What follows belongs to an exercise in optimizing a design on an open flow for small area and a short achievable clock period; a production flow would make more cautious choices. Only simulation tests tie the RTL to the original design; equivalence was not proved. Power and IR drop assume default switching activity.

==> flow/design.v, too long to show whole: its modules and the start of the top module <==
// module fetch: 133 lines
// module decode: 659 lines
// module regfile: 137 lines
// module forward_unit: 112 lines
// module alu: 130 lines
// module execute: 177 lines
// module mem_access: 142 lines
// module writeback: 108 lines
// module program_counter: 83 lines
// module risky: 264 lines
module risky (
    input  logic        clk,
    input  logic        rst_n,
    output logic [31:0] imem_addr_o,
    output logic        imem_re_o,
    input  logic [31:0] imem_rdata_i,
    output logic [ 8:0] dmem_addr_o,
    output logic [ 3:0] dmem_wmask_o,
    output logic [31:0] dmem_wdata_o,
    input  logic [31:0] dmem_rdata_i,
    output logic        wb_we_o,
    output logic [ 4:0] wb_rd_o,
    output logic [31:0] wb_data_o
);
  // ...
==> flow/run.sh <==
#!/bin/bash
# synth_recipe.tcl (not shown) runs the flow's synth.tcl, then flattens the netlist and writes it again
# the make line also repeats each setting of config.mk as NAME=value (left out here)
make -C /OpenROAD-flow-scripts/flow DESIGN_CONFIG=/design/flow/config.mk WORK_HOME=/design/flow/orfs CLKGATE_MAP_FILE= SYNTH_SCRIPT=/design/flow/synth_recipe.tcl finish
==> flow/config.mk <==
export PLATFORM = sky130hd
export DESIGN_NAME = risky
export DESIGN_NICKNAME = risky
export VERILOG_FILES = /design/flow/design.v
export SDC_FILE = /design/flow/constraint.sdc
export NUM_CORES = 4
export LEC_CHECK = 0
export CAP_MARGIN = 20
export CORE_MARGIN = 2
export CORE_UTILIZATION = 40
export PLACE_DENSITY = 0.6
export SLEW_MARGIN = 20
==> flow/constraint.sdc <==
create_clock -name core_clock -period 16.0 [get_ports {clk}]
set_input_delay 3.2000 -clock core_clock [delete_from_list [all_inputs] [get_ports {clk}]]
set_output_delay 3.2000 -clock core_clock [all_outputs]
set_load 0.01 [all_outputs]
==> flow_summary_export.csv, run 1 <==
group,metric,value,unit
outcome,status,"no timing/DRC/antenna violations",
cts,ctsLongestPathBuffers,3,
power_and_ir_drop,clock_group,0.00368,W
placed_design,post_dp_cell_area,0.0839,sq mm
worst_hold_path,hold_start,"u_execute.alu_result_o[15]$_DFF_PN0_",
detailed_routing,drt_first_iter_violations,13577,
final_layout,post-route-cell-area,0.0891,sq mm
final_layout,top_area_cell_class,"multi-input gates",
placed_design,post-dp-hpwl,260000,microns
die,floorplan.die.height,448,microns
power_and_ir_drop,pwr_top,"registers",
placed_design,port_buffers,181,
die,design.core.area,0.197,sq mm
cts,htree_levels,4,
timing,final.period_utilization,0.942,
critical_path,timing.rr.start,"u_execute.mem_size_o[1]$_DFF_PN0_",
placed_design,place_worst_setup_slack,1240,ps
critical_path,timing.critical_path.slowest_stage_cell,"sky130_fd_sc_hd__clkdlybuf4s50_1",
critical_path,cp-end-kind,"output port",
power_and_ir_drop,p_clk_frac,0.386,
final_layout,clock_buffers,204,
power_and_ir_drop,peak_supply_drop,0.0720,mV
cts,cts_buffers,150,
final_layout,syn2layout_area_growth,12.9,%
final_layout,layout.comb_gates.multi_input,5235,
worst_hold_path,hold_path_depth,0,
detailed_routing,vias,73950,
critical_path,timing.critical_path.to,"imem_re_o",
detailed_routing,met3WireLength,58500,microns
timing,setup-tns-final,0,ps
final_layout,drive_gt1_frac,0.235,
detailed_routing,drt-vias-per-instance,7.26,
timing,final_setup_violations,0,
cts,clock-root-buffer,"sky130_fd_sc_hd__clkbuf_16",
die,design.die.area,0.201,sq mm
final_layout,nonClockBufferCount,444,
global_routing,grt_most_used_layer,"met2",
critical_path,worst_setup_path_start_kind,"input port",
synthesis,synth_most_common_cell,"sky130_fd_sc_hd__dfrtp_1",
die,chipWidth,448,microns
synthesis,synth_top_family_by_area,"compound AO/OA/AOI/OAI gates",
power_and_ir_drop,pg_comb,0.00182,W
==> module risky, before the edit <==
module risky (
    input  logic        clk,
    input  logic        rst_n,
    output logic [31:0] imem_addr_o,
    output logic        imem_re_o,
    input  logic [31:0] imem_rdata_i,
    output logic [ 8:0] dmem_addr_o,
    output logic [ 3:0] dmem_wmask_o,
    output logic [31:0] dmem_wdata_o,
    input  logic [31:0] dmem_rdata_i,
    output logic        wb_we_o,
    output logic [ 4:0] wb_rd_o,
    output logic [31:0] wb_data_o
);
  localparam int ADDR_WIDTH = 9;
  localparam int SIM_MEM_SIZE = 16'h00FF;
    localparam logic [31:0] I_LB = 32'b????_????_????_????_?000_????_?000_0011;
  localparam logic [31:0] I_LH = 32'b????_????_????_????_?001_????_?000_0011;
  localparam logic [31:0] I_LW = 32'b????_????_????_????_?010_????_?000_0011;
  localparam logic [31:0] I_LBU = 32'b????_????_????_????_?100_????_?000_0011;
  localparam logic [31:0] I_LHU = 32'b????_????_????_????_?101_????_?000_0011;
  localparam logic [31:0] I_ALL_LOADS = 32'b????_????_????_????_????_????_?000_0011;
  localparam logic [31:0] I_ADDI = 32'b????_????_????_????_?000_????_?001_0011;
  localparam logic [31:0] I_SLTI = 32'b????_????_????_????_?010_????_?001_0011;
  localparam logic [31:0] I_SLTIU = 32'b????_????_????_????_?011_????_?001_0011;
  localparam logic [31:0] I_XORI = 32'b????_????_????_????_?100_????_?001_0011;
  localparam logic [31:0] I_ORI = 32'b????_????_????_????_?110_????_?001_0011;
  localparam logic [31:0] I_ANDI = 32'b????_????_????_????_?111_????_?001_0011;
  localparam logic [31:0] I_SLLI = 32'b0000_000?_????_????_?001_????_?001_0011;
  localparam logic [31:0] I_SRLI = 32'b0000_000?_????_????_?101_????_?001_0011;
  localparam logic [31:0] I_SRAI = 32'b0100_000?_????_????_?101_????_?001_0011;
  localparam logic [31:0] I_JALR = 32'b????_????_????_????_?000_????_?110_0111;
  localparam logic [31:0] R_ADD = 32'b0000_000?_????_????_?000_????_?011_0011;
  localparam logic [31:0] R_SUB = 32'b0100_000?_????_????_?000_????_?011_0011;
  localparam logic [31:0] R_SLL = 32'b0000_000?_????_????_?001_????_?011_0011;
  localparam logic [31:0] R_SLT = 32'b0000_000?_????_????_?010_????_?011_0011;
  localparam logic [31:0] R_SLTU = 32'b0000_000?_????_????_?011_????_?011_0011;
  localparam logic [31:0] R_XOR = 32'b0000_000?_????_????_?100_????_?011_0011;
  localparam logic [31:0] R_SRL = 32'b0000_000?_????_????_?101_????_?011_0011;
  localparam logic [31:0] R_SRA = 32'b0100_000?_????_????_?101_????_?011_0011;
  localparam logic [31:0] R_OR = 32'b0000_000?_????_????_?110_????_?011_0011;
  localparam logic [31:0] R_AND = 32'b0000_000?_????_????_?111_????_?011_0011;
  localparam logic [31:0] R_ALL = 32'b????_????_????_????_????_????_?011_0011;
  localparam logic [31:0] S_SB = 32'b????_????_????_????_?000_????_?010_0011;
  localparam logic [31:0] S_SH = 32'b????_????_????_????_?001_????_?010_0011;
  localparam logic [31:0] S_SW = 32'b????_????_????_????_?010_????_?010_0011;
  localparam logic [31:0] S_ALL = 32'b????_????_????_????_????_????_?010_0011;
  localparam logic [31:0] B_BEQ = 32'b????_????_????_????_?000_????_?110_0011;
  localparam logic [31:0] B_BNE = 32'b????_????_????_????_?001_????_?110_0011;
  localparam logic [31:0] B_BLT = 32'b????_????_????_????_?100_????_?110_0011;
  localparam logic [31:0] B_BGE = 32'b????_????_????_????_?101_????_?110_0011;
  localparam logic [31:0] B_BLTU = 32'b????_????_????_????_?110_????_?110_0011;
  localparam logic [31:0] B_BGEU = 32'b????_????_????_????_?111_????_?110_0011;
  localparam logic [31:0] J_JAL = 32'b????_????_????_????_????_????_?110_1111;
  localparam logic [31:0] U_LUI = 32'b????_????_????_????_????_????_?011_0111;
  localparam logic [31:0] U_AUIPC = 32'b????_????_????_????_????_????_?001_0111;
  localparam logic [3:0] ALU_ADD = 0;
  localparam logic [3:0] ALU_SUB = 1;
  localparam logic [3:0] ALU_SLL = 2;
  localparam logic [3:0] ALU_SLT = 3;
  localparam logic [3:0] ALU_SLTU = 4;
  localparam logic [3:0] ALU_SGE = 5;
  localparam logic [3:0] ALU_SGEU = 6;
  localparam logic [3:0] ALU_XOR = 7;
  localparam logic [3:0] ALU_SRL = 8;
  localparam logic [3:0] ALU_SRA = 9;
  localparam logic [3:0] ALU_OR = 10;
  localparam logic [3:0] ALU_AND = 11;
  localparam logic [3:0] ALU_NE = 12;
  localparam logic [3:0] ALU_EQ = 13;
  localparam logic [3:0] ALU_PASS = 14;
  localparam logic [3:0] ALU_UNDEF = 15;
  localparam logic [1:0] FU_SRC_REG = 2'b00;
  localparam logic [1:0] FU_SRC_MEM = 2'b01;
  localparam logic [1:0] FU_SRC_WB = 2'b10;
  localparam logic [1:0] ALU_SRC_IMM = 0;
  localparam logic [1:0] ALU_SRC_RS1 = 1;
  localparam logic [1:0] ALU_SRC_RS2 = 2;
  localparam logic [1:0] ALU_SRC_PC = 3;
  localparam logic [2:0] UNDEF = 0;
  localparam logic [2:0] BYTE_S = 1;
  localparam logic [2:0] BYTE_U = 2;
  localparam logic [2:0] HALF_S = 3;
  localparam logic [2:0] HALF_U = 4;
  localparam logic [2:0] WORD = 5;
  logic        fetch_re;
  logic        fetch_incr_pc;
  logic        execute_stall;
  logic [31:0] instr_q1;
  logic [31:0] instr_memory_bus;
  logic        decode_branch;
  logic        execute_branch_taken;
  fetch u_fetch (
      .clk,
      .rst_n,
      .instr_i         (instr_memory_bus),
      .stall_i         (execute_stall),
      .branch_resolve_i(decode_branch),
      .re_o            (fetch_re),
      .incr_pc_o       (fetch_incr_pc),
      .instr_o         (instr_q1)
  );
  logic [31:0] pc;
  logic [31:0] pc_i;
  always_comb begin
    if (execute_branch_taken) begin
      pc_i = pc + decode_imm;
    end else begin
      pc_i = pc + 4;
    end
  end
  logic pc_en;
  assign pc_en = fetch_re | decode_branch;
  program_counter u_program_counter (
      .clk,
      .rst_n,
      .pc_i,
      .en_i(fetch_incr_pc),
      .pc_o(pc)
  );
  assign imem_addr_o      = pc;
  assign imem_re_o        = fetch_re;
  assign instr_memory_bus = fetch_re ? imem_rdata_i : 32'd0;
  logic [ 4:0] decode_sel_rs1, decode_sel_rs2, decode_sel_rd;
  logic [3:0]     decode_alu_op;
  logic [1:0]    decode_alu_src1, decode_alu_src2;
  logic        decode_mem_re, decode_mem_we;
  logic [2:0]  decode_mem_size;
  logic [31:0] decode_imm;
  logic        decode_jump;
  decode u_decode (
      .clk,
      .rst_n,
      .instr_i   (instr_q1),
      .stall_i   (execute_stall),
      .sel_rs1_o (decode_sel_rs1),
      .sel_rs2_o (decode_sel_rs2),
      .sel_rd_o  (decode_sel_rd),
      .alu_op_o  (decode_alu_op),
      .alu_src1_o(decode_alu_src1),
      .alu_src2_o(decode_alu_src2),
      .mem_re_o  (decode_mem_re),
      .mem_we_o  (decode_mem_we),
      .mem_size_o(decode_mem_size),
      .imm_o     (decode_imm),
      .branch_o  (decode_branch),
      .jump_o    (decode_jump)
  );
  logic [31:0] regfile_rs1, regfile_rs2;
  logic [ 4:0] regfile_sel_rs1, regfile_sel_rs2;
  logic        writeback_we;
  logic [ 4:0] writeback_sel_rd;
  logic [31:0] writeback_data;
  regfile u_regfile (
      .clk,
      .rst_n,
      .sel_rd_i (writeback_sel_rd),
      .rd_i     (writeback_data),
      .we_i     (writeback_we),
      .sel_rs1_i(decode_sel_rs1),
      .sel_rs2_i(decode_sel_rs2),
      .rs1_o    (regfile_rs1),
      .rs2_o    (regfile_rs2),
      .sel_rs1_o(regfile_sel_rs1),
      .sel_rs2_o(regfile_sel_rs2)
  );
  logic [31:0] execute_alu_result;
  logic [ 4:0] memacc_sel_rd;
  logic [ 4:0] execute_sel_rd;
  logic [ 1:0] fu_sel_rs1_src, fu_sel_rs2_src;
  forward_unit u_forward_unit (
      .sel_rs1_i         (regfile_sel_rs1),
      .sel_rs2_i         (regfile_sel_rs2),
      .mem_stage_sel_rd_i(execute_sel_rd),
      .wb_stage_sel_rd_i (memacc_sel_rd),
      .sel_rs1_src_o     (fu_sel_rs1_src),
      .sel_rs2_src_o     (fu_sel_rs2_src)
  );
  logic [31:0] fu_mux_rs1, fu_mux_rs2;
  logic [31:0] memacc_data_bypass;
  logic [31:0] writeback_data_bypass;
  always_comb begin
    case (fu_sel_rs1_src)
      FU_SRC_REG: fu_mux_rs1 = regfile_rs1;
      FU_SRC_MEM: fu_mux_rs1 = memacc_data_bypass;
      FU_SRC_WB:  fu_mux_rs1 = writeback_data_bypass;
      default:    fu_mux_rs1 = '0;
    endcase
    case (fu_sel_rs2_src)
      FU_SRC_REG: fu_mux_rs2 = regfile_rs2;
      FU_SRC_MEM: fu_mux_rs2 = memacc_data_bypass;
      FU_SRC_WB:  fu_mux_rs2 = writeback_data_bypass;
      default:    fu_mux_rs2 = '0;
    endcase
  end
  logic [31:0] execute_rs2;
  logic        execute_mem_re, execute_mem_we;
  logic [2:0]  execute_mem_size;
  execute u_execute (
      .clk,
      .rst_n,
      .sel_rd_i      (decode_sel_rd),
      .alu_op_i      (decode_alu_op),
      .alu_src1_i    (decode_alu_src1),
      .alu_src2_i    (decode_alu_src2),
      .mem_re_i      (decode_mem_re),
      .mem_we_i      (decode_mem_we),
      .mem_size_i    (decode_mem_size),
      .imm_i         (decode_imm),
      .branch_i      (decode_branch),
      .jump_i        (decode_jump),
      .rs1_i         (fu_mux_rs1),
      .rs2_i         (fu_mux_rs2),
      .pc_i          (pc),
      .sel_rd_o      (execute_sel_rd),
      .mem_re_o      (execute_mem_re),
      .mem_we_o      (execute_mem_we),
      .mem_size_o    (execute_mem_size),
      .alu_result_o  (execute_alu_result),
      .rs2_o         (execute_rs2),
      .stall_o       (execute_stall),
      .branch_taken_o(execute_branch_taken)
  );
  logic [31:0] memacc_alu_result;
  logic [31:0] memacc_data;
  logic        memacc_mem_re, memacc_mem_we;
  mem_access u_mem_access (
    .clk,
    .rst_n,
    .sel_rd_i     (execute_sel_rd),
    .mem_re_i     (execute_mem_re),
    .mem_we_i     (execute_mem_we),
    .mem_size_i   (execute_mem_size),
    .alu_result_i (execute_alu_result),
    .data_i       (execute_rs2),
    .stall_i      (execute_stall),
    .mem_re_o     (memacc_mem_re),
    .mem_we_o     (memacc_mem_we),
    .alu_result_o (memacc_alu_result),
    .data_o       (memacc_data),
    .data_bypass_o(memacc_data_bypass),
    .sel_rd_o     (memacc_sel_rd),
    .dmem_addr_o,
    .dmem_wmask_o,
    .dmem_wdata_o,
    .dmem_rdata_i
  );
  writeback u_writeback (
    .clk,
    .rst_n,
    .sel_rd_i     (memacc_sel_rd),
    .mem_re_i     (memacc_mem_re),
    .mem_we_i     (memacc_mem_we),
    .alu_result_i (memacc_alu_result),
    .data_i       (memacc_data),
    .data_bypass_o(writeback_data_bypass),
    .sel_rd_o     (writeback_sel_rd),
    .we_o         (writeback_we),
    .data_o       (writeback_data)
  );
  assign wb_we_o   = writeback_we;
  assign wb_rd_o   = writeback_sel_rd;
  assign wb_data_o = writeback_data;
endmodule
==> inputs of run 2 (changes only) <==
==> flow/design.v (replaced) <==
`default_nettype none
module risky (
    input  logic        clk,
    input  logic        rst_n,
    output logic [31:0] imem_addr_o,
    output logic        imem_re_o,
    input  logic [31:0] imem_rdata_i,
    output logic [ 8:0] dmem_addr_o,
    output logic [ 3:0] dmem_wmask_o,
    output logic [31:0] dmem_wdata_o,
    input  logic [31:0] dmem_rdata_i,
    output logic        wb_we_o,
    output logic [ 4:0] wb_rd_o,
    output logic [31:0] wb_data_o
);
  logic [31:0] f_instr;
  logic        f_flush;
  logic [31:0] pc;
  logic [ 4:0] d_rd;
  logic [31:0] d_imm;
  logic        d_re, d_we;
  logic [ 1:0] d_wd;        
  logic        d_uns;       
  logic        d_br, d_jmp;
  logic [ 2:0] d_f3;        
  logic        d_a_rs1, d_a_pc, d_b_rs2, d_b_imm, d_sub;
  logic        d_r_add, d_r_lt, d_lt_s, d_r_xor, d_r_or, d_r_and, d_r_sll, d_r_srl;
  logic [31:1][31:0] xr;
  logic [31:1]       vld;
  logic [31:0]       rs1q, rs2q;
  logic [ 4:0]       srs1q, srs2q;
  logic [ 4:0] e_rd;
  logic        e_re, e_we;
  logic [ 1:0] e_wd;
  logic        e_uns;
  logic [31:0] e_rs2;
  logic        was_store;
  logic [31:0] e_alu;
  logic [ 4:0] m_rd;
  logic [31:0] m_val;
  logic [ 4:0] w_rd;
  logic        w_we;
  logic [31:0] w_data;
  logic        stall;
  logic        taken;
  logic fetch_bj, incr;
  assign imem_addr_o = pc;
  assign imem_re_o   = ~stall;
  assign fetch_bj = ~stall & (imem_rdata_i[6:0] == 7'b110_0011 ||
                              imem_rdata_i[6:0] == 7'b110_1111);
  assign incr     = f_flush ? d_br : ~fetch_bj;
  always_ff @(posedge clk, negedge rst_n) begin
    if (!rst_n) begin
      f_instr <= '0;
      f_flush <= 1'b0;
    end else begin
      if (f_flush) f_instr <= '0;
      else if (!stall) f_instr <= imem_rdata_i;
      f_flush <= f_flush ? ~d_br : fetch_bj;
    end
  end
  logic [31:0] pc_4, pc_br;
  assign pc_4  = pc + 32'd4;
  assign pc_br = pc + d_imm;
  always_ff @(posedge clk, negedge rst_n) begin
    if (!rst_n) pc <= '0;
    else if (incr) pc <= taken ? pc_br : pc_4;
  end
  logic [31:0] ins;
  logic [ 6:0] op;
  logic [ 2:0] f3;
  logic [ 6:0] f7;
  assign ins = f_instr;
  assign op  = ins[6:0];
  assign f3  = ins[14:12];
  assign f7  = ins[31:25];
  logic is_lui, is_auipc, is_jal, is_jalr, is_br, is_ld, is_st, is_r, is_i;
  logic f7_0, f7_20, sh_i;
  assign f7_0  = (f7 == 7'b000_0000);
  assign f7_20 = (f7 == 7'b010_0000);
  assign sh_i  = (f3 == 3'b001) | (f3 == 3'b101);
  assign is_lui   = (op == 7'b011_0111);
  assign is_auipc = (op == 7'b001_0111);
  assign is_jal   = (op == 7'b110_1111);
  assign is_jalr  = (op == 7'b110_0111) & (f3 == 3'b000);
  assign is_br    = (op == 7'b110_0011) & (f3[2:1] != 2'b01);
  assign is_ld    = (op == 7'b000_0011) & (f3 != 3'b011) & (f3 != 3'b110) & (f3 != 3'b111);
  assign is_st    = (op == 7'b010_0011) & (f3[2] == 1'b0) & (f3 != 3'b011);
  assign is_r     = (op == 7'b011_0011) &
                    (f7_0 | (f7_20 & ((f3 == 3'b000) | (f3 == 3'b101))));
  assign is_i     = (op == 7'b001_0011) &
                    (~sh_i | f7_0 | (f7_20 & (f3 == 3'b101)));
  logic [4:0] sel_rs1, sel_rs2;
  assign sel_rs1 = (is_jalr | is_br | is_ld | is_st | is_r | is_i) ? ins[19:15] : 5'd0;
  assign sel_rs2 = (is_br | is_st | is_r) ? ins[24:20] : 5'd0;
  logic [31:0] imm;
  always_comb begin
    if (is_lui | is_auipc) imm = {ins[31:12], 12'd0};
    else if (is_jal) imm = {{12{ins[31]}}, ins[19:12], ins[20], ins[30:21], 1'b0};
    else if (is_br) imm = {{20{ins[31]}}, ins[7], ins[30:25], ins[11:8], 1'b0};
    else if (is_st) imm = {{20{ins[31]}}, ins[31:25], ins[11:7]};
    else if (is_i & sh_i) imm = {27'd0, ins[24:20]};
    else imm = {20'd0, ins[31:20]};
  end
  logic arith;   
  assign arith = is_r | is_i;
  always_ff @(posedge clk, negedge rst_n) begin
    if (!rst_n) begin
      d_rd    <= '0;
      d_re    <= 1'b0;
      d_we    <= 1'b0;
      d_wd    <= '0;
      d_uns   <= 1'b0;
      d_br    <= 1'b0;
      d_jmp   <= 1'b0;
      d_f3    <= '0;
      d_a_rs1 <= 1'b0;
      d_a_pc  <= 1'b0;
      d_b_rs2 <= 1'b0;
      d_b_imm <= 1'b0;
      d_sub   <= 1'b0;
      d_r_add <= 1'b0;
      d_r_lt  <= 1'b0;
      d_lt_s  <= 1'b0;
      d_r_xor <= 1'b0;
      d_r_or  <= 1'b0;
      d_r_and <= 1'b0;
      d_r_sll <= 1'b0;
      d_r_srl <= 1'b0;
    end else if (!stall) begin
      d_rd    <= (is_lui | is_auipc | is_jal | is_jalr | is_ld | arith) ? ins[11:7] : 5'd0;
      d_re    <= is_ld;
      d_we    <= is_st;
      d_wd    <= (f3[1:0] == 2'b10) ? 2'd2 : (f3[0] ? 2'd1 : 2'd0);
      d_uns   <= f3[2];
      d_br    <= is_br | is_jal;
      d_jmp   <= is_jal | is_jalr;
      d_f3    <= f3;
      d_a_rs1 <= is_br | is_ld | is_st | arith;
      d_a_pc  <= is_auipc | is_jalr;
      d_b_rs2 <= is_br | is_r;
      d_b_imm <= is_lui | is_auipc | is_jal | is_ld | is_st | is_i;
      d_sub   <= is_br | (arith & (f3 == 3'b010 || f3 == 3'b011)) |
                 (is_r & (f3 == 3'b000) & f7_20);
      d_r_add <= ~arith | (f3 == 3'b000);
      d_r_lt  <= arith & (f3 == 3'b010 || f3 == 3'b011);
      d_lt_s  <= ~f3[0];
      d_r_xor <= arith & (f3 == 3'b100);
      d_r_or  <= arith & (f3 == 3'b110);
      d_r_and <= arith & (f3 == 3'b111);
      d_r_sll <= arith & (f3 == 3'b001);
      d_r_srl <= arith & (f3 == 3'b101);
    end
  end
  always_ff @(posedge clk) begin
    if (!stall) d_imm <= imm;
  end
  logic [31:0] rd1, rd2;
  always_comb begin
    rd1 = '0;
    rd2 = '0;
    for (int i = 1; i < 32; i++) begin
      rd1 = rd1 | ({32{(sel_rs1 == 5'(i)) & vld[i]}} & xr[i]);
      rd2 = rd2 | ({32{(sel_rs2 == 5'(i)) & vld[i]}} & xr[i]);
    end
  end
  always_ff @(posedge clk, negedge rst_n) begin
    if (!rst_n) begin
      srs1q <= '0;
      srs2q <= '0;
      vld   <= '0;
    end else begin
      srs1q <= sel_rs1;
      srs2q <= sel_rs2;
      for (int i = 1; i < 32; i++) if (w_we && w_rd == 5'(i)) vld[i] <= 1'b1;
    end
  end
  always_ff @(posedge clk) begin
    rs1q <= rd1;
    rs2q <= rd2;
    for (int i = 1; i < 32; i++) if (w_we && w_rd == 5'(i)) xr[i] <= w_data;
  end
  logic [31:0] ld_data, mval_n;
  always_comb begin
    case (e_wd)
      2'd0:    ld_data = {e_uns ? 24'd0 : {24{dmem_rdata_i[7]}}, dmem_rdata_i[7:0]};
      2'd1:    ld_data = e_uns ? {16'd0, dmem_rdata_i[7:0], dmem_rdata_i[7:0]}
                               : {{16{dmem_rdata_i[15]}}, dmem_rdata_i[15:0]};
      default: ld_data = dmem_rdata_i;
    endcase
    mval_n = e_re ? ld_data : e_alu;
  end
  logic fw1_m, fw1_w, fw2_m, fw2_w;
  assign fw1_m = (srs1q != 5'd0) & (srs1q == e_rd);
  assign fw1_w = (srs1q != 5'd0) & (srs1q == m_rd);
  assign fw2_m = (srs2q != 5'd0) & (srs2q == e_rd);
  assign fw2_w = (srs2q != 5'd0) & (srs2q == m_rd);
  logic [31:0] fwd1, fwd2, rs1_ns;
  assign rs1_ns = fw1_w ? m_val : rs1q;
  assign fwd1   = fw1_m ? mval_n : rs1_ns;
  assign fwd2   = fw2_m ? mval_n : (fw2_w ? m_val : rs2q);
  logic [31:0] opa, opb;
  assign opa = ({32{d_a_rs1}} & fwd1) | ({32{d_a_pc}} & pc);
  assign opb = ({32{d_b_rs2}} & fwd2) | ({32{d_b_imm}} & d_imm);
  logic [31:0] sum;
  logic        cout;
  assign {cout, sum} = {1'b0, opa} + {1'b0, opb ^ {32{d_sub}}} + {32'd0, d_sub};
  logic ltu, lts, eq;
  assign ltu = ~cout;
  assign lts = ltu ^ opa[31] ^ opb[31];
  assign eq  = (opa == opb);
  logic [31:0] sll, srl;
  assign sll = opa << opb[4:0];
  assign srl = (|opb[31:5]) ? 32'd0 : (opa >> opb[4:0]);
  logic [31:0] res;
  assign res = ({32{d_r_add}} & sum) |
               {31'd0, d_r_lt & (d_lt_s ? lts : ltu)} |
               ({32{d_r_xor}} & (opa ^ opb)) |
               ({32{d_r_or}} & (opa | opb)) |
               ({32{d_r_and}} & (opa & opb)) |
               ({32{d_r_sll}} & sll) |
               ({32{d_r_srl}} & srl);
  logic cond;
  assign cond  = d_f3[2] ? (((d_f3[1] ^ d_f3[0]) ? ltu : lts) ^ d_f3[0]) : (eq ^ d_f3[0]);
  assign taken = (d_br & cond) | d_jmp;
  logic [31:0] sa, sb, sc;
  logic [31:0] s_maj;
  assign sa    = rs1_ns;
  assign sb    = d_imm;
  assign sc    = e_alu;
  assign s_maj = (sa & sb) | ((sa | sb) & ~sc);
  assign stall = d_re & was_store & ((sa ^ sb ^ sc) == {s_maj[30:0], 1'b0});
  always_ff @(posedge clk, negedge rst_n) begin
    if (!rst_n) begin
      e_rd      <= '0;
      e_re      <= 1'b0;
      e_we      <= 1'b0;
      e_wd      <= '0;
      e_uns     <= 1'b0;
      was_store <= 1'b0;
    end else begin
      if (!stall) begin
        e_rd  <= d_rd;
        e_re  <= d_re;
        e_we  <= d_we;
        e_wd  <= d_wd;
        e_uns <= d_uns;
      end else begin
        e_rd  <= '0;
        e_re  <= 1'b0;
        e_we  <= 1'b0;
        e_wd  <= '0;
        e_uns <= 1'b0;
      end
      was_store <= d_we;
    end
  end
  always_ff @(posedge clk) begin
    if (!stall) e_rs2 <= fwd2;
    e_alu <= res;
  end
  assign dmem_addr_o  = e_alu[8:0];
  assign dmem_wdata_o = e_rs2;
  assign dmem_wmask_o = e_we ? {e_wd[1], e_wd[1], e_wd != 2'd0, 1'b1} : 4'b0000;
  always_ff @(posedge clk, negedge rst_n) begin
    if (!rst_n) m_rd <= '0;
    else m_rd <= e_rd;
  end
  always_ff @(posedge clk) m_val <= mval_n;
  always_ff @(posedge clk, negedge rst_n) begin
    if (!rst_n) begin
      w_rd <= '0;
      w_we <= 1'b0;
    end else begin
      w_rd <= m_rd;
      w_we <= 1'b1;
    end
  end
  always_ff @(posedge clk) w_data <= m_val;
  assign wb_we_o   = w_we;
  assign wb_rd_o   = w_rd;
  assign wb_data_o = w_data;
endmodule
==> flow_summary_export.csv, run 2 <==
group,metric,value,unit
detailed_routing,drt-pass1-iter-count,11,
die,design.die.area,0.169,sq mm
global_routing,globalRouteOverflowTotal,0,
global_routing,groute.usage.overall,0.376,
cts,htree_levels,4,
timing,report.final.slew_viol_count,0,
critical_path,critical_path_required,12800,ps
timing,final_setup_violations,0,
critical_path,worstRegToRegCells,24,
synthesis,yosysSeqAreaShare,0.586,
detailed_routing,detail_route.wl_per_cell,41.9,microns
synthesis,synth.cells.most_frequent,"1056 x sky130_fd_sc_hd__edfxtp_1, 379 x sky130_fd_sc_hd__a22oi_1, 363 x sky130_fd_sc_hd__nand2_1",
detailed_routing,wire_length_on_met2,137000,microns
detailed_routing,route.detailed.drc,0,
critical_path,reg2reg_setup_slack,8250,ps
die,initial_utilization,0.402,
critical_path,worst_setup_path_start_kind,"flop",
global_routing,first_global_vias,53171,
synthesis,ys.flop_type,"sky130_fd_sc_hd__edfxtp_1",
timing,period_needed,9530,ps
global_routing,number_of_antenna_violations_at_the_first_check_in_global_routing,22,
critical_path,critPathMaxFanout,37,
cts,clock-root-buffer,"sky130_fd_sc_hd__clkbuf_16",
critical_path,critical_path_depth,12,
power_and_ir_drop,peak_supply_drop,0.117,mV
final_layout,drive_gt1_frac,0.104,
detailed_routing,vias,56810,
worst_hold_path,hold_path_depth,0,
die,chipWidth,411,microns
timing,timing.final.hold_violations,0,
synthesis,synth_largest_type_area_fraction,0.479,
synthesis,synthCells,5425,
die,num_io_pins,182,
critical_path,timing.critical_path.slowest_stage_cell,"sky130_fd_sc_hd__clkinv_2",
placed_design,post-dp-hpwl,192000,microns
critical_path,worstSetupPathType,"flop to output port",
detailed_routing,drt_first_iter_violations,11639,
detailed_routing,postRouteWirelength,328000,microns
final_layout,largest_reg_flops,992,
timing,setup-tns-final,0,ps
cts,clkSlewWorstSetupHoldPaths,60,ps
final_layout,layout_common_cells,"1056 x sky130_fd_sc_hd__edfxtp_1, 379 x sky130_fd_sc_hd__a22oi_1, 363 x sky130_fd_sc_hd__nand2_1, 288 x sky130_fd_sc_hd__a22o_1, 280 x sky130_fd_sc_hd__a221oi_1",
timing,worst_pin_slew,1200,ps
placed_design,port_buffers,181,
cts,clock-sinks,1371,
critical_path,cp_cell_sequence,"xor2_1, or3_1, nor2_2, buf_4, mux2_2, fa_1, xor2_1, nand4_1, nor4_1, and4_1, clkinv_2, clkdlybuf4s50_1",
synthesis,synthesis.nets,5652,
synthesis,synth_most_common_cell,"sky130_fd_sc_hd__edfxtp_1",
synthesis,synth_enable_flop_cells,1056,
synthesis,ys_types,92,
critical_path,cp_data_arrival_time,6330,ps
critical_path,cp_top_family,"simple AND/OR/NAND/NOR gates",
detailed_routing,met3WireLength,49400,microns
final_layout,num-fill-cells,14927,
critical_path,worst_path_largest_cell_delay,680,ps
critical_path,critical_path_buffer_and_inverter_count,3,
synthesis,syn-cell-area,0.0662,sq mm
die,placementRows,149,
final_layout,layout.nets,5732,
detailed_routing,drt.antenna.violating_nets,0,
synthesis,synth_top_cell_by_area,"sky130_fd_sc_hd__edfxtp_1",
detailed_routing,drt-vias-per-instance,7.26,
die,floorplan.die.height,411,microns
critical_path,critical_path_s_most_frequent_cell,"sky130_fd_sc_hd__xor2_1",
synthesis,synth_warnings,1,
global_routing,grt_max_degree,93,
critical_path,cp-end-kind,"output port",
die,design.core.area,0.165,sq mm
timing,final.period_utilization,0.595,
synthesis,synth_area_leaders,"sky130_fd_sc_hd__edfxtp_1 48%, sky130_fd_sc_hd__dfrtp_1 5.9%, sky130_fd_sc_hd__dfxtp_1 4.8%, sky130_fd_sc_hd__a22oi_1 4.3%, sky130_fd_sc_hd__a22o_1 3.8%",
placed_design,gp_routability_congestion,0.993,
detailed_routing,wl_met1,112000,microns
cts,cts_setup_buffers,0,
cts,ctsLongestPathBuffers,3,
cts,cts_hold_buffers,0,
global_routing,wire_length_of_the_first_global_routing_pass,440000,microns
final_layout,largest_register,"xr",
cts,cts_repair_resize_count,0,
outcome,status,"no timing/DRC/antenna violations",
timing,worst_clock_skew,64.8,ps
worst_hold_path,hp-class,"flop to flop",
synthesis,ys_ff_latch,1371,
placed_design,post_dp_cell_area,0.0707,sq mm
timing,timing.max_slew.rel_slack,0.201,
timing,clock.fmax,105,MHz
power_and_ir_drop,total_power,0.00733,W
cts,cts_tree,"done",
timing,grt_setup_unrepaired,"no",
synthesis,asyncSetResetFlopFracSynth,0.113,
synthesis,syn-mean-instance-area,12.2,sq um
cts,clkLatencyLatePin,810,ps
cts,cts_buffers,146,
detailed_routing,routed.top_layer,"met5",
final_layout,mostFrequentLayoutCell,"sky130_fd_sc_hd__edfxtp_1",
power_and_ir_drop,power_density_over_the_cells,97.0,mW/mm^2
final_layout,syn2layout_area_growth,14.2,%
final_layout,post-route-cell-area,0.0756,sq mm
run,maxCapViolations,0,
power_and_ir_drop,leakage,28.7,nW
run 2: per-stage QoR:
step | setup slack, ps | hold slack [ps] | utilization | cells
2_1_floorplan | 8220 | 331 | - | 5425
5_1_grt | 6260 | 373 | 0.459 | 7816
6_report | 6470 | 364 | 0.459 | 7825
3_3_place_gp | 6310 | 343 | 0.429 | 7546
4_1_cts | 6520 | 363 | 0.459 | 7816
3_5_place_dp | 6300 | 354 | 0.429 | 7546
run 2: kinds of logic (layout without fill, tap and decap cells):
family	Yosys count	count (layout)	share of synthesized area
XOR/XNOR	145	145	0.0192
AO/OA/AOI/OAI	1731	1731	0.200
other	1	10	0.0000567
adder cells (fa/ha/maj)	161	161	0.0342
buffers and inverters	560	762	0.0343
flip-flops	1371	1371	0.586
AND/OR/NAND/NOR	1251	1251	0.0940
multiplexers	205	205	0.0321
run 2: final cells by class:
cell class / instances / area [sq um] / area share
repair buffers: 339 / 3000 / 0.0397
multi-input cells: 3494 / 25600 / 0.338
well taps: 2189 / 2740 / 0.0362
inverters: 153 / 576 / 0.00761
clock buffers: 186 / 3960 / 0.0523
flip-flops and latches: 1371 / 38800 / 0.513
diodes: 9 / 22.5 / 0.000298
clock inverters: 84 / 931 / 0.0123
run 2: worst paths after layout:
path | start | endpoint
max | srs1q[0]$_DFF_PN0_ | imem_re_o
min | m_val[23]$_DFF_P_ | w_data[23]$_DFF_P_
max reg2reg | srs2q[1]$_DFF_PN0_ | pc[0]$_DFFE_PN0P_
min reg2reg | m_val[23]$_DFF_P_ | w_data[23]$_DFF_P_
max in group asynchronous | rst_n | srs1q[2]$_DFF_PN0_
min in group asynchronous | rst_n | f_instr[1]$_DFFE_PN0P_
run 2: where the power goes:
group           total, W  internal (W)  switching, W
clock network    0.00352       0.00198       0.00153
logic          0.0000305     0.0000155     0.0000149
registers        0.00379       0.00379   0.000000241
total            0.00733       0.00579       0.00155
run 2: per-layer routing:
layer,vias up,GRT usage
met3,1552,0.135
li1,21832,-
met2,5730,0.553
met4,18,0.260
met5,-,0
met1,27678,0.462
==> inputs of run 3 (changes only) <==
--- a/flow/design.v
+++ b/flow/design.v
@@ -17,3 +17,5 @@
   logic        f_flush;
-  logic [31:0] pc;
+  logic [31:0] pc;          
+  logic [31:0] pc_a, pc_b;   
+  logic        pc_s;         
   logic [ 4:0] d_rd;
@@ -22,6 +24,9 @@
   logic [ 1:0] d_wd;        
-  logic        d_uns;       
   logic        d_br, d_jmp;
   logic [ 2:0] d_f3;        
-  logic        d_a_rs1, d_a_pc, d_b_rs2, d_b_imm, d_sub;
+  logic        d_sub;
+  logic        a_l0, a_l1, a_lhu, a_lbs, a_lw, a_lhs, a_al, a_w, a_r, a_p;
+  logic        b_l0, b_l1, b_lhu, b_lbs, b_lw, b_lhs, b_al, b_w, b_r, b_i;
+  logic        la_m, la_w, la_r, lb_m, lb_w, lb_r, lb_i;
+  logic        s_m, s_w;
   logic        d_r_add, d_r_lt, d_lt_s, d_r_xor, d_r_or, d_r_and, d_r_sll, d_r_srl;
@@ -30,3 +35,2 @@
   logic [31:0]       rs1q, rs2q;
-  logic [ 4:0]       srs1q, srs2q;
   logic [ 4:0] e_rd;
@@ -36,3 +40,3 @@
   logic [31:0] e_rs2;
-  logic        was_store;
+  logic        ls_pend;     
   logic [31:0] e_alu;
@@ -64,5 +68,14 @@
   assign pc_br = pc + d_imm;
+  assign pc = pc_s ? pc_a : pc_b;
   always_ff @(posedge clk, negedge rst_n) begin
-    if (!rst_n) pc <= '0;
-    else if (incr) pc <= taken ? pc_br : pc_4;
+    if (!rst_n) begin
+      pc_b <= '0;
+      pc_s <= 1'b0;
+    end else if (incr) begin
+      pc_b <= pc_4;
+      pc_s <= taken;
+    end
+  end
+  always_ff @(posedge clk) begin
+    if (incr) pc_a <= pc_br;
   end
@@ -112,3 +125,2 @@
       d_wd    <= '0;
-      d_uns   <= 1'b0;
       d_br    <= 1'b0;
@@ -116,6 +128,2 @@
       d_f3    <= '0;
-      d_a_rs1 <= 1'b0;
-      d_a_pc  <= 1'b0;
-      d_b_rs2 <= 1'b0;
-      d_b_imm <= 1'b0;
       d_sub   <= 1'b0;
@@ -134,3 +142,2 @@
       d_wd    <= (f3[1:0] == 2'b10) ? 2'd2 : (f3[0] ? 2'd1 : 2'd0);
-      d_uns   <= f3[2];
       d_br    <= is_br | is_jal;
@@ -138,6 +145,2 @@
       d_f3    <= f3;
-      d_a_rs1 <= is_br | is_ld | is_st | arith;
-      d_a_pc  <= is_auipc | is_jalr;
-      d_b_rs2 <= is_br | is_r;
-      d_b_imm <= is_lui | is_auipc | is_jal | is_ld | is_st | is_i;
       d_sub   <= is_br | (arith & (f3 == 3'b010 || f3 == 3'b011)) |
@@ -157,9 +160,60 @@
   end
-  logic [31:0] rd1, rd2;
+  logic a_rs1_n, a_pc_n, b_rs2_n, b_imm_n;
+  logic fw1m_n, fw1w_n, fw2m_n, fw2w_n;
+  assign a_rs1_n = stall | is_br | is_ld | is_st | arith;
+  assign a_pc_n  = ~stall & (is_auipc | is_jalr);
+  assign b_rs2_n = ~stall & (is_br | is_r);
+  assign b_imm_n = stall | is_lui | is_auipc | is_jal | is_ld | is_st | is_i;
+  assign fw1m_n  = ~stall & (sel_rs1 != 5'd0) & (sel_rs1 == d_rd);
+  assign fw1w_n  = (sel_rs1 != 5'd0) & (sel_rs1 == e_rd);
+  assign fw2m_n  = ~stall & (sel_rs2 != 5'd0) & (sel_rs2 == d_rd);
+  assign fw2w_n  = (sel_rs2 != 5'd0) & (sel_rs2 == e_rd);
+  logic lg_n;
+  assign lg_n = ~stall & arith & (f3[2] | (f3[1:0] == 2'b01));
+  logic e_re_n, k_w, k_hs, k_hu, k_bs;
+  assign e_re_n = ~stall & d_re;
+  assign k_w    = (d_wd == 2'd2);
+  assign k_hs   = (d_wd == 2'd1) & ~d_f3[2];
+  assign k_hu   = (d_wd == 2'd1) & d_f3[2];
+  assign k_bs   = (d_wd == 2'd0) & ~d_f3[2];
+  logic am_n, aw_n, ar_n, bm_n, bw_n, br_n;
+  assign am_n = a_rs1_n & fw1m_n;
+  assign aw_n = a_rs1_n & ~fw1m_n & fw1w_n;
+  assign ar_n = a_rs1_n & ~fw1m_n & ~fw1w_n;
+  assign bm_n = b_rs2_n & fw2m_n;
+  assign bw_n = b_rs2_n & ~fw2m_n & fw2w_n;
+  assign br_n = b_rs2_n & ~fw2m_n & ~fw2w_n;
+  logic [31:0] oh1, oh2;
   always_comb begin
-    rd1 = '0;
-    rd2 = '0;
+    oh1[0] = 1'b0;
+    oh2[0] = 1'b0;
     for (int i = 1; i < 32; i++) begin
-      rd1 = rd1 | ({32{(sel_rs1 == 5'(i)) & vld[i]}} & xr[i]);
-      rd2 = rd2 | ({32{(sel_rs2 == 5'(i)) & vld[i]}} & xr[i]);
+      oh1[i] = (sel_rs1 == 5'(i)) & vld[i];
+      oh2[i] = (sel_rs2 == 5'(i)) & vld[i];
+    end
+  end
+  logic [31:0][10:0] n1, n2;
+  for (genvar b = 0; b < 32; b++) begin : g_rd
+    for (genvar k = 0; k < 10; k++) begin : g_grp
+      rf_aoi222 u_p1 (
+          .a0(oh1[3*k+1]), .b0(xr[3*k+1][b]),
+          .a1(oh1[3*k+2]), .b1(xr[3*k+2][b]),
+          .a2(oh1[3*k+3]), .b2(xr[3*k+3][b]),
+          .y (n1[b][k])
+      );
+      rf_aoi222 u_p2 (
+          .a0(oh2[3*k+1]), .b0(xr[3*k+1][b]),
+          .a1(oh2[3*k+2]), .b1(xr[3*k+2][b]),
+          .a2(oh2[3*k+3]), .b2(xr[3*k+3][b]),
+          .y (n2[b][k])
+      );
+    end
+    assign n1[b][10] = ~(oh1[31] & xr[31][b]);
+    assign n2[b][10] = ~(oh2[31] & xr[31][b]);
+  end
+  logic [31:0] rd1, rd2;
+  always_comb begin
+    for (int b = 0; b < 32; b++) begin
+      rd1[b] = ~(&n1[b]);
+      rd2[b] = ~(&n2[b]);
     end
@@ -168,8 +222,38 @@
     if (!rst_n) begin
-      srs1q <= '0;
-      srs2q <= '0;
+      {a_l0, a_l1, a_lhu, a_lbs, a_lw, a_lhs, a_al, a_w, a_r, a_p} <= '0;
+      {b_l0, b_l1, b_lhu, b_lbs, b_lw, b_lhs, b_al, b_w, b_r, b_i} <= '0;
+      {la_m, la_w, la_r, lb_m, lb_w, lb_r, lb_i} <= '0;
+      s_m   <= 1'b0;
+      s_w   <= 1'b0;
       vld   <= '0;
     end else begin
-      srs1q <= sel_rs1;
-      srs2q <= sel_rs2;
+      a_l0  <= ~lg_n & am_n & e_re_n;
+      a_l1  <= ~lg_n & am_n & e_re_n & (k_w | k_hs);
+      a_lhu <= ~lg_n & am_n & e_re_n & k_hu;
+      a_lbs <= ~lg_n & am_n & e_re_n & k_bs;
+      a_lw  <= ~lg_n & am_n & e_re_n & k_w;
+      a_lhs <= ~lg_n & am_n & e_re_n & k_hs;
+      a_al  <= ~lg_n & am_n & ~e_re_n;
+      a_w   <= ~lg_n & aw_n;
+      a_r   <= ~lg_n & ar_n;
+      a_p   <= a_pc_n;
+      b_l0  <= ~lg_n & bm_n & e_re_n;
+      b_l1  <= ~lg_n & bm_n & e_re_n & (k_w | k_hs);
+      b_lhu <= ~lg_n & bm_n & e_re_n & k_hu;
+      b_lbs <= ~lg_n & bm_n & e_re_n & k_bs;
+      b_lw  <= ~lg_n & bm_n & e_re_n & k_w;
+      b_lhs <= ~lg_n & bm_n & e_re_n & k_hs;
+      b_al  <= ~lg_n & bm_n & ~e_re_n;
+      b_w   <= ~lg_n & bw_n;
+      b_r   <= ~lg_n & br_n;
+      b_i   <= ~lg_n & b_imm_n;
+      la_m  <= lg_n & am_n;
+      la_w  <= lg_n & aw_n;
+      la_r  <= lg_n & ar_n;
+      lb_m  <= lg_n & bm_n;
+      lb_w  <= lg_n & bw_n;
+      lb_r  <= lg_n & br_n;
+      lb_i  <= lg_n & b_imm_n;
+      s_m   <= fw2m_n;
+      s_w   <= ~fw2m_n & fw2w_n;
       for (int i = 1; i < 32; i++) if (w_we && w_rd == 5'(i)) vld[i] <= 1'b1;
@@ -192,14 +276,21 @@
   end
-  logic fw1_m, fw1_w, fw2_m, fw2_w;
-  assign fw1_m = (srs1q != 5'd0) & (srs1q == e_rd);
-  assign fw1_w = (srs1q != 5'd0) & (srs1q == m_rd);
-  assign fw2_m = (srs2q != 5'd0) & (srs2q == e_rd);
-  assign fw2_w = (srs2q != 5'd0) & (srs2q == m_rd);
-  logic [31:0] fwd1, fwd2, rs1_ns;
-  assign rs1_ns = fw1_w ? m_val : rs1q;
-  assign fwd1   = fw1_m ? mval_n : rs1_ns;
-  assign fwd2   = fw2_m ? mval_n : (fw2_w ? m_val : rs2q);
-  logic [31:0] opa, opb;
-  assign opa = ({32{d_a_rs1}} & fwd1) | ({32{d_a_pc}} & pc);
-  assign opb = ({32{d_b_rs2}} & fwd2) | ({32{d_b_imm}} & d_imm);
+  function automatic logic [31:0] mem_fwd(input logic [31:0] dm, input logic [31:0] alu,
+                                          input logic l0, input logic l1, input logic lhu,
+                                          input logic lbs, input logic lw, input logic lhs,
+                                          input logic al);
+    logic [31:0] v;
+    for (int i = 0; i < 8; i++) v[i] = l0 & dm[i];
+    for (int i = 8; i < 16; i++) v[i] = (l1 & dm[i]) | (lhu & dm[i-8]) | (lbs & dm[7]);
+    for (int i = 16; i < 32; i++) v[i] = (lw & dm[i]) | (lhs & dm[15]) | (lbs & dm[7]);
+    mem_fwd = v | ({32{al}} & alu);
+  endfunction
+  logic [31:0] opa, opb, lga, lgb, fwd2;
+  assign opa  = mem_fwd(dmem_rdata_i, e_alu, a_l0, a_l1, a_lhu, a_lbs, a_lw, a_lhs, a_al) |
+                ({32{a_w}} & m_val) | ({32{a_r}} & rs1q) | ({32{a_p}} & pc);
+  assign opb  = mem_fwd(dmem_rdata_i, e_alu, b_l0, b_l1, b_lhu, b_lbs, b_lw, b_lhs, b_al) |
+                ({32{b_w}} & m_val) | ({32{b_r}} & rs2q) | ({32{b_i}} & d_imm);
+  assign lga  = ({32{la_m}} & mval_n) | ({32{la_w}} & m_val) | ({32{la_r}} & rs1q);
+  assign lgb  = ({32{lb_m}} & mval_n) | ({32{lb_w}} & m_val) | ({32{lb_r}} & rs2q) |
+                ({32{lb_i}} & d_imm);
+  assign fwd2 = s_m ? mval_n : (s_w ? m_val : rs2q);
   logic [31:0] sum;
@@ -212,4 +303,4 @@
   logic [31:0] sll, srl;
-  assign sll = opa << opb[4:0];
-  assign srl = (|opb[31:5]) ? 32'd0 : (opa >> opb[4:0]);
+  assign sll = lga << lgb[4:0];
+  assign srl = (|lgb[31:5]) ? 32'd0 : (lga >> lgb[4:0]);
   logic [31:0] res;
@@ -217,5 +308,5 @@
                {31'd0, d_r_lt & (d_lt_s ? lts : ltu)} |
-               ({32{d_r_xor}} & (opa ^ opb)) |
-               ({32{d_r_or}} & (opa | opb)) |
-               ({32{d_r_and}} & (opa & opb)) |
+               ({32{d_r_xor}} & (lga ^ lgb)) |
+               ({32{d_r_or}} & (lga | lgb)) |
+               ({32{d_r_and}} & (lga & lgb)) |
                ({32{d_r_sll}} & sll) |
@@ -225,9 +316,13 @@
   assign taken = (d_br & cond) | d_jmp;
-  logic [31:0] sa, sb, sc;
-  logic [31:0] s_maj;
-  assign sa    = rs1_ns;
-  assign sb    = d_imm;
-  assign sc    = e_alu;
-  assign s_maj = (sa & sb) | ((sa | sb) & ~sc);
-  assign stall = d_re & was_store & ((sa ^ sb ^ sc) == {s_maj[30:0], 1'b0});
+  function automatic logic add_eq(input logic [31:0] a, input logic [31:0] b,
+                                  input logic [31:0] c);
+    logic [31:0] mj, t;
+    mj = (a & b) | ((a | b) & ~c);
+    t  = (a ^ b ^ c) ^ {mj[30:0], 1'b0};
+    add_eq = ~(|t);
+  endfunction
+  logic eq_w, eq_r;
+  assign eq_w  = add_eq(m_val, d_imm, e_alu);
+  assign eq_r  = add_eq(rs1q, d_imm, e_alu);
+  assign stall = ls_pend & (a_w ? eq_w : eq_r);
   always_ff @(posedge clk, negedge rst_n) begin
@@ -239,3 +334,3 @@
       e_uns     <= 1'b0;
-      was_store <= 1'b0;
+      ls_pend   <= 1'b0;
     end else begin
@@ -246,3 +341,3 @@
         e_wd  <= d_wd;
-        e_uns <= d_uns;
+        e_uns <= d_f3[2];
       end else begin
@@ -254,3 +349,3 @@
       end
-      was_store <= d_we;
+      ls_pend   <= ~stall & is_ld & d_we;
     end
@@ -258,3 +353,3 @@
   always_ff @(posedge clk) begin
-    if (!stall) e_rs2 <= fwd2;
+    e_rs2 <= fwd2;   
     e_alu <= res;
@@ -283 +378,12 @@
 endmodule
+module rf_aoi222 (
+    input  logic a0,
+    input  logic b0,
+    input  logic a1,
+    input  logic b1,
+    input  logic a2,
+    input  logic b2,
+    output logic y
+);
+  assign y = ~((a0 & b0) | (a1 & b1) | (a2 & b2));
+endmodule
--- a/flow/config.mk
+++ b/flow/config.mk
@@ -12 +12,2 @@
 export SLEW_MARGIN = 20
+export SYNTH_HIERARCHICAL = 1
==> flow_summary_export.csv, run 3 <==
group,metric,value,unit
synthesis,synth_top_cell_by_area,"sky130_fd_sc_hd__edfxtp_1",
global_routing,wire_length_of_the_first_global_routing_pass,425000,microns
detailed_routing,drt_first_iter_violations,11699,
die,placementRows,152,
cts,clock-sinks,1419,
final_layout,syn2layout_area_growth,15.1,%
detailed_routing,drt.antenna.violating_nets,0,
timing,worst_clock_skew,73.1,ps
synthesis,asyncSetResetFlopFracSynth,0.121,
cts,cts_setup_buffers,0,
cts,cts_repair_resize_count,0,
global_routing,first_global_vias,53741,
synthesis,ys_ff_latch,1419,
die,initial_utilization,0.401,
cts,ctsLongestPathBuffers,3,
global_routing,globalRouteOverflowTotal,0,
synthesis,ys.flop_type,"sky130_fd_sc_hd__edfxtp_1",
cts,clock-root-buffer,"sky130_fd_sc_hd__clkbuf_16",
synthesis,synth_warnings,7,
worst_hold_path,hold_start,"m_rd[3]$_DFF_PN0_",
run,maxCapViolations,0,
final_layout,largest_register,"xr",
cts,cts_hold_buffers,0,
cts,cts_tree,"done",
cts,clkSlewWorstSetupHoldPaths,70,ps
synthesis,syn-cell-area,0.0687,sq mm
cts,cts_buffers,152,
power_and_ir_drop,power_density_over_the_cells,115,mW/mm^2
detailed_routing,vias,57298,
die,design.core.area,0.171,sq mm
critical_path,worstSetupPathType,"flop to output port",
final_layout,post-route-cell-area,0.0791,sq mm
global_routing,number_of_antenna_violations_at_the_first_check_in_global_routing,14,
placed_design,port_buffers,181,
die,design.die.area,0.175,sq mm
power_and_ir_drop,peak_supply_drop,0.110,mV
synthesis,synth_area_leaders,"sky130_fd_sc_hd__edfxtp_1 46%, sky130_fd_sc_hd__a222oi_1 10%, sky130_fd_sc_hd__dfrtp_1 6.2%, sky130_fd_sc_hd__dfxtp_1 5.6%, sky130_fd_sc_hd__nand2_1 2.5%",
synthesis,yosysSeqAreaShare,0.580,
synthesis,synth_enable_flop_cells,1056,
power_and_ir_drop,leakage,29.0,nW
final_layout,num-fill-cells,15386,
synthesis,syn-mean-instance-area,12.6,sq um
timing,report.final.slew_viol_count,0,
synthesis,synth_largest_type_area_fraction,0.462,
global_routing,grt_max_degree,104,
detailed_routing,postRouteWirelength,311000,microns
timing,grt_setup_unrepaired,"no",
timing,final_setup_violations,0,
outcome,status,"no timing/DRC/antenna violations",
synthesis,synthCells,5441,
critical_path,cp_data_arrival_time,4520,ps
synthesis,ys_types,91,
final_layout,layout.nets,5982,
timing,timing.max_slew.rel_slack,0.195,
critical_path,critPathMaxFanout,44,
placed_design,post_dp_cell_area,0.0741,sq mm
final_layout,layout_common_cells,"1056 x sky130_fd_sc_hd__edfxtp_1, 707 x sky130_fd_sc_hd__a222oi_1, 454 x sky130_fd_sc_hd__nand2_1, 231 x sky130_fd_sc_hd__o21ai_0, 204 x sky130_fd_sc_hd__buf_4",
final_layout,drive_gt1_frac,0.104,
placed_design,gp_routability_congestion,1.01,
timing,period_needed,7720,ps
timing,worst_pin_slew,1190,ps
critical_path,worst_setup_path_startpoint,"e_alu[1]$_DFF_P_",
final_layout,seqCellArea,0.0398,sq mm
final_layout,largest_reg_flops,992,
final_layout,multiInputGateArea,0.0275,sq mm
placed_design,post-dp-hpwl,205000,microns
synthesis,synth_most_common_cell,"sky130_fd_sc_hd__edfxtp_1",
placed_design,place_worst_setup_slack,7850,ps
timing,clock.fmax,130,MHz
critical_path,critical_path_required,12800,ps
detailed_routing,drt-vias-per-instance,7.08,
global_routing,groute.usage.overall,0.344,
synthesis,synth.cells.most_frequent,"1056 x sky130_fd_sc_hd__edfxtp_1, 707 x sky130_fd_sc_hd__a222oi_1, 454 x sky130_fd_sc_hd__nand2_1",
timing,final.period_utilization,0.482,
critical_path,worst_setup_path_start_kind,"flop",
timing,post-route-worst-setup-slack,8280,ps
cts,htree_levels,4,
die,floorplan.die.height,418,microns
power_and_ir_drop,total_power,0.00912,W
timing,timing.final.hold_violations,0,
worst_hold_path,hp-class,"flop to flop",
critical_path,cp-end-kind,"output port",
critical_path,timing.rr.start,"pc_s$_DFFE_PN0P_",
timing,setup-tns-final,0,ps
final_layout,mostFrequentLayoutCell,"sky130_fd_sc_hd__edfxtp_1",
synthesis,synthesis.nets,5699,
detailed_routing,drt-pass1-iter-count,15,
cts,clkLatencyLatePin,820,ps
detailed_routing,detail_route.wl_per_cell,38.4,microns
detailed_routing,route.detailed.drc,0,
die,chipWidth,418,microns
die,num_io_pins,182,
[run 3: cell count changes after synthesis, moves of 32 or more]
cell	previous run	this run
sky130_fd_sc_hd__o21ai_0	174	233
sky130_fd_sc_hd__a22o_1	289	47
sky130_fd_sc_hd__clkbuf_1	268	172
sky130_fd_sc_hd__nand3_1	176	89
sky130_fd_sc_hd__a222oi_1	64	707
sky130_fd_sc_hd__nand2_1	363	454
sky130_fd_sc_hd__a2111o_1	1	64
sky130_fd_sc_hd__dfxtp_1	160	192
sky130_fd_sc_hd__buf_2	85	35
sky130_fd_sc_hd__xnor2_1	86	157
sky130_fd_sc_hd__mux2i_1	170	116
sky130_fd_sc_hd__a221oi_1	280	15
sky130_fd_sc_hd__a22oi_1	379	114
sky130_fd_sc_hd__nand4_1	130	171
[run 3: layout make-up]
cell class              count  area share
diodes                      5    0.000158
clock buffers             222      0.0541
clock inverters            59     0.00854
inverters                 158     0.00750
multi-input cells        3608       0.348
flip-flops and latches   1419       0.504
well taps                2233      0.0353
repair buffers            385      0.0423
[run 3: per-module statistics from Yosys, one instance, submodules excluded]
module / copies in the design / cell area, sq um / cells / flip-flops and latches
risky: 1 / 62300 / 4801 / 1419
rf_aoi222: 640 / 10.0 / 1 / 0
[run 3: critical path: stages (launching register included)]
cell	delay (ps)
sky130_fd_sc_hd__dfxtp_1	730
sky130_fd_sc_hd__inv_1	210
sky130_fd_sc_hd__fa_1	550
sky130_fd_sc_hd__xor2_1	210
sky130_fd_sc_hd__nor4_1	500
sky130_fd_sc_hd__nand4_1	180
sky130_fd_sc_hd__nor3_1	330
sky130_fd_sc_hd__o21ai_4	90
sky130_fd_sc_hd__buf_4	310
sky130_fd_sc_hd__clkdlybuf4s50_1	600
[run 3: worst paths after layout]
kind	slack [ps]	endpoint	cells after the start
setup / recovery	8280	imem_re_o	9
hold / removal	350	w_rd[3]$_DFF_PN0_	0
setup reg to reg	10520	e_alu[0]$_DFF_P_	13
hold reg to reg	350	w_rd[3]$_DFF_PN0_	0
max in group asynchronous	11900	vld[21]$_DFFE_PN0P_	2
min in group asynchronous	2500	pc_b[10]$_DFFE_PN0P_	1
[run 3: metal layers]
layer / track usage / wire length [microns] / up-vias
met3: 0.0862 / 37900 / 801
met1: 0.448 / 115000 / 28776
met2: 0.534 / 139000 / 4408
li1: - / - / 23307
met4: 0.174 / 18500 / 6
met5: 0 / 45 / -
[run 3: kinds of logic (layout without fill, tap and decap cells)]
logic type,Yosys count,in the layout,synth area share
AOI/OAI and AO/OA,1717,1717,0.206
xor gates and xnor gates,208,208,0.0265
adders and majority gates,192,192,0.0420
buffers and inverters,414,824,0.0244
DFF,1419,1419,0.580
muxes,178,178,0.0280
other,1,6,0.0000546
and+or+nand+nor,1312,1312,0.0930
[run 3: power by group]
group	switching, W	internal (W)	total [W]	leakage, nW
Combinational	0.000820	0.000450	0.00127	12.8
Sequential	0.000199	0.00414	0.00434	13.8
Clock	0.00155	0.00196	0.00351	2.40
[run 3: through the flow]
stage	std cells	util	hold slack (ps)
floorplan	5441	-	331
global placement	7803	0.433	335
detailed placement	7803	0.433	335
CTS	8084	0.462	348
global route	8084	0.462	367
finish	8089	0.462	346
==> inputs of run 4 (changes only) <==
--- a/flow/design.v
+++ b/flow/design.v
@@ -302,5 +302,9 @@
   assign eq  = (opa == opb);
-  logic [31:0] sll, srl;
-  assign sll = lga << lgb[4:0];
-  assign srl = (|lgb[31:5]) ? 32'd0 : (lga >> lgb[4:0]);
+  logic [31:0] sh_in, sh_out, sh_rev, lga_rev;
+  always_comb begin
+    for (int i = 0; i < 32; i++) lga_rev[i] = lga[31-i];
+    sh_in  = d_r_sll ? lga_rev : lga;
+    sh_out = sh_in >> lgb[4:0];
+    for (int i = 0; i < 32; i++) sh_rev[i] = sh_out[31-i];
+  end
   logic [31:0] res;
@@ -311,4 +315,4 @@
                ({32{d_r_and}} & (lga & lgb)) |
-               ({32{d_r_sll}} & sll) |
-               ({32{d_r_srl}} & srl);
+               ({32{d_r_sll}} & sh_rev) |
+               ({32{d_r_srl & ~(|lgb[31:5])}} & sh_out);
   logic cond;
==> flow/flow/run.sh (new file) <==
#!/bin/bash
# The standard layout (the standard.sh: ORFS synthesis through finish),
# with the resizer's setup repair aiming for 10 ns of slack instead of 0, so
# that repair_timing keeps improving the worst paths past the 16 ns clock.
# Constraints, synthesis and every step are otherwise the standard ones.
set -euo pipefail
bash standard.sh SETUP_SLACK_MARGIN=10 finish > standard_flow.log 2>&1
==> flow/standard.sh (new file) <==
#!/bin/bash
# synth_recipe.tcl (not shown) runs the flow's synth.tcl, then flattens the netlist and writes it again
# the make line also repeats each setting of config.mk as NAME=value (left out here)
make -C /OpenROAD-flow-scripts/flow DESIGN_CONFIG=/design/flow/config.mk WORK_HOME=/design/flow/orfs CLKGATE_MAP_FILE= SYNTH_SCRIPT=/design/flow/synth_recipe.tcl "${@:-finish}"
removed: flow/run.sh
==> flow_summary_export.csv, run 4 <==
group,metric,value,unit
outcome,status,"no timing/DRC/antenna violations",
timing,final.hold.worst_slack,352,ps
die,placementRows,150,
critical_path,timing.critical_path.slowest_stage_cell,"sky130_fd_sc_hd__or4_4",
synthesis,synth_enable_flop_cells,1056,
detailed_routing,drt-vias-per-instance,7.06,
global_routing,grt_max_degree,100,
synthesis,synth_warnings,7,
critical_path,critical_path_buffer_and_inverter_count,4,
synthesis,synth_top_family_by_area,"compound AO/OA/AOI/OAI gates",
global_routing,number_of_antenna_violations_at_the_first_check_in_global_routing,13,
detailed_routing,detail_route.wl_per_cell,38.6,microns
die,design.die.area,0.173,sq mm
power_and_ir_drop,peak_supply_drop,0.125,mV
detailed_routing,drt.antenna.violating_nets,0,
critical_path,worst_path_largest_cell_delay,580,ps
synthesis,synth_largest_type_area_fraction,0.468,
timing,period_needed,6840,ps
detailed_routing,postRouteWirelength,304000,microns
global_routing,globalRouteOverflowTotal,0,
detailed_routing,route.detailed.drc,0,
synthesis,ys_ff_latch,1419,
critical_path,timing.rr.start,"f_instr[12]$_DFFE_PN0P_",
synthesis,synth.area.mux_share,0.0327,
synthesis,synth_area_leaders,"sky130_fd_sc_hd__edfxtp_1 47%, sky130_fd_sc_hd__a222oi_1 10%, sky130_fd_sc_hd__dfrtp_1 6.3%, sky130_fd_sc_hd__dfxtp_1 5.7%, sky130_fd_sc_hd__nand2_1 2.4%",
final_layout,syn2layout_area_growth,17.7,%
synthesis,yosysSeqAreaShare,0.588,
synthesis,syn-mean-instance-area,13.1,sq um
timing,worst_pin_slew,1170,ps
synthesis,synth_top_cell_by_area,"sky130_fd_sc_hd__edfxtp_1",
die,chipWidth,415,microns
timing,post-route-worst-setup-slack,9160,ps
synthesis,synth_compound_gate_area_share,0.200,
critical_path,critPathMaxFanout,5,
placed_design,port_buffers,181,
timing,setup-tns-final,0,ps
synthesis,synthesis.nets,5416,
cts,clkSlewWorstSetupHoldPaths,60,ps
detailed_routing,drt_first_iter_violations,11445,
critical_path,critical_path_required,12800,ps
timing,timing.max_slew.rel_slack,0.220,
critical_path,worst_setup_path_start_kind,"flop",
global_routing,groute.usage.overall,0.340,
final_layout,drive_gt1_frac,0.153,
detailed_routing,drt-pass1-iter-count,14,
cts,ctsLongestPathBuffers,3,
timing,final_setup_violations,0,
cts,clkLatencyLatePin,820,ps
cts,clock-root-buffer,"sky130_fd_sc_hd__clkbuf_16",
critical_path,cp_top_family,"simple AND/OR/NAND/NOR gates",
critical_path,cp_cell_sequence,"inv_1, fa_1, xor2_1, nand4_1, or4_4, o31ai_4, buf_6, nand2_4, buf_12, buf_8",
final_layout,largest_reg_flops,992,
synthesis,synthCells,5159,
run,maxCapViolations,0,
global_routing,first_global_vias,51889,
timing,report.final.slew_viol_count,0,
synthesis,ys.flop_type,"sky130_fd_sc_hd__edfxtp_1",
synthesis,post_synth_and_or_nand_nor_area_fraction,0.0866,
synthesis,synth.cells.most_frequent,"1056 x sky130_fd_sc_hd__edfxtp_1, 692 x sky130_fd_sc_hd__a222oi_1, 431 x sky130_fd_sc_hd__nand2_1",
final_layout,num-fill-cells,14858,
synthesis,synth-xor-area-share,0.0287,
placed_design,gp_routability_congestion,1.01,
final_layout,post-route-cell-area,0.0797,sq mm
synthesis,synth-adder-area-share,0.0424,
timing,worst_clock_skew,45.2,ps
cts,cts_buffers,152,
synthesis,syn-cell-area,0.0677,sq mm
placed_design,place_worst_setup_slack,8110,ps
final_layout,layout.nets,5805,
critical_path,worst_setup_path_startpoint,"e_alu[2]$_DFF_P_",
critical_path,worstSetupPathType,"flop to output port",
critical_path,cp_data_arrival_time,3640,ps
worst_hold_path,hp-class,"flop to flop",
worst_hold_path,hold_start,"m_rd[1]$_DFF_PN0_",
final_layout,mostFrequentLayoutCell,"sky130_fd_sc_hd__edfxtp_1",
placed_design,post-dp-hpwl,198000,microns
placed_design,post_dp_cell_area,0.0731,sq mm
cts,cts_hold_buffers,0,
cts,cts_tree,"done",
timing,grt_setup_unrepaired,"yes",
power_and_ir_drop,power_density_over_the_cells,95.0,mW/mm^2
detailed_routing,vias,55705,
final_layout,largest_register,"xr",
cts,clock-sinks,1419,
die,initial_utilization,0.404,
cts,htree_levels,4,
synthesis,synth_most_common_cell,"sky130_fd_sc_hd__edfxtp_1",
die,design.core.area,0.168,sq mm
die,num_io_pins,182,
timing,final.period_utilization,0.428,
global_routing,wire_length_of_the_first_global_routing_pass,417000,microns
final_layout,layout_common_cells,"1056 x sky130_fd_sc_hd__edfxtp_1, 692 x sky130_fd_sc_hd__a222oi_1, 423 x sky130_fd_sc_hd__nand2_1, 259 x sky130_fd_sc_hd__buf_4, 178 x sky130_fd_sc_hd__o21ai_0",
power_and_ir_drop,leakage,29.7,nW
synthesis,asyncSetResetFlopFracSynth,0.121,
die,floorplan.die.height,415,microns
timing,clock.fmax,146,MHz
critical_path,cp-end-kind,"output port",
synthesis,ys_types,96,
timing,timing.final.hold_violations,0,
## run 4: cell types whose count changed in the layout (fill, tap and decap cells not counted), moves of 31 or more
cell / previous run / this run
sky130_fd_sc_hd__buf_4: 204 / 259
sky130_fd_sc_hd__o21ai_0: 231 / 178
sky130_fd_sc_hd__nor2_1: 188 / 139
sky130_fd_sc_hd__clkdlybuf4s50_1: 180 / 147
sky130_fd_sc_hd__nand2_1: 454 / 423
## run 4: routing by layer
layer,vias to the layer above,global-route usage,routed length [microns],share of wire
li1,22529,-,-,-
met1,28233,0.444,113000,0.37
met2,4191,0.534,137000,0.45
met3,744,0.0787,36000,0.12
met4,8,0.168,18400,0.061
met5,-,0,50,0.00016
## run 4: final cells by class
type,instances,area (sq um),area share
Antenna cell,6,15.0,0.000188
Clock buffer,201,4160,0.0522
Clock inverter,82,928,0.0117
Inverter,140,538,0.00675
Multi-Input combinational cell,3384,27400,0.344
Sequential cell,1419,39900,0.501
Tap cell,2204,2760,0.0346
Timing Repair Buffer,450,3920,0.0492
Timing Repair inverter,1,5.00,0.0000628
## run 4: power by group
part           total (W)  internal (W)  switching (W)
clock network    0.00362       0.00206        0.00156
registers        0.00390       0.00390    0.000000212
logic          0.0000460     0.0000141      0.0000319
## run 4: timing repair
action,4_1_cts,5_1_grt
setup buffers,64,23
pin swaps,29,54
gates cloned,2,2
gates resized for setup,167,94
endpoints found under the setup margin,48,38
## run 4: stage by stage
stage | power (W) | std cells | utilization
2_1_floorplan | 0.00399 | 5159 | -
3_3_place_gp | 0.00403 | 7507 | 0.436
3_5_place_dp | 0.00403 | 7507 | 0.436
4_1_cts | 0.00759 | 7856 | 0.473
5_1_grt | 0.00772 | 7882 | 0.475
6_report | 0.00757 | 7887 | 0.475
## run 4: cells by family (layout without fill, tap and decap cells)
group,Yosys count,after routing
xor gates and xnor gates,222,222
adders and majority gates,191,191
other,1,7
muxes,177,177
buffers and inverters,357,874
and+or+nand+nor,1194,1194
DFF,1419,1419
AOI/OAI and AO/OA,1598,1599
## run 4: path summary, 6_finish.rpt
check | endpoint | slack (ps) | cells after the start
hold reg to reg | w_rd[1]$_DFF_PN0_ | 350 | 0
setup / recovery | imem_re_o | 9160 | 10
max in group asynchronous | vld[25]$_DFFE_PN0P_ | 11990 | 2
setup reg to reg | rs1q[2]$_DFF_P_ | 11150 | 11
hold / removal | w_rd[1]$_DFF_PN0_ | 350 | 0
min in group asynchronous | pc_b[12]$_DFFE_PN0P_ | 2480 | 1
## run 4: Yosys stat by module, one instance, submodules excluded
| module | cells inside | flops+latches |
|---|---|---|
| rf_aoi222 | 1 | 0 |
| risky | 4519 | 1419 |

[port drivers added, routing unchanged]
No port has a modelled driver above. Below, the same layouts with a new extraction and two added sets of constraints.
Step 1: set_driving_cell puts a clkbuf_16 on clk and a buf_2 on each other input, an assumption about the parent block.
Step 2, shift: input delay + t, output delay - t, t = (earliest + latest rising clock arrival at the registers) / 2. This alone moves slack from input paths to output paths.
a / b / c = ideal / step 1 / step 2; a / b = the first two.
run	t (ns)	slack for setup (ns)
run 1	0.886	0.936 / 0.904 / 0.904
run 2	0.855	6.475 / 6.395 / 6.087
run 3	0.874	8.282 / 8.195 / 7.570
run 4	0.881	9.160 / 9.076 / 9.117
After both steps setup and hold are still met in every run listed.
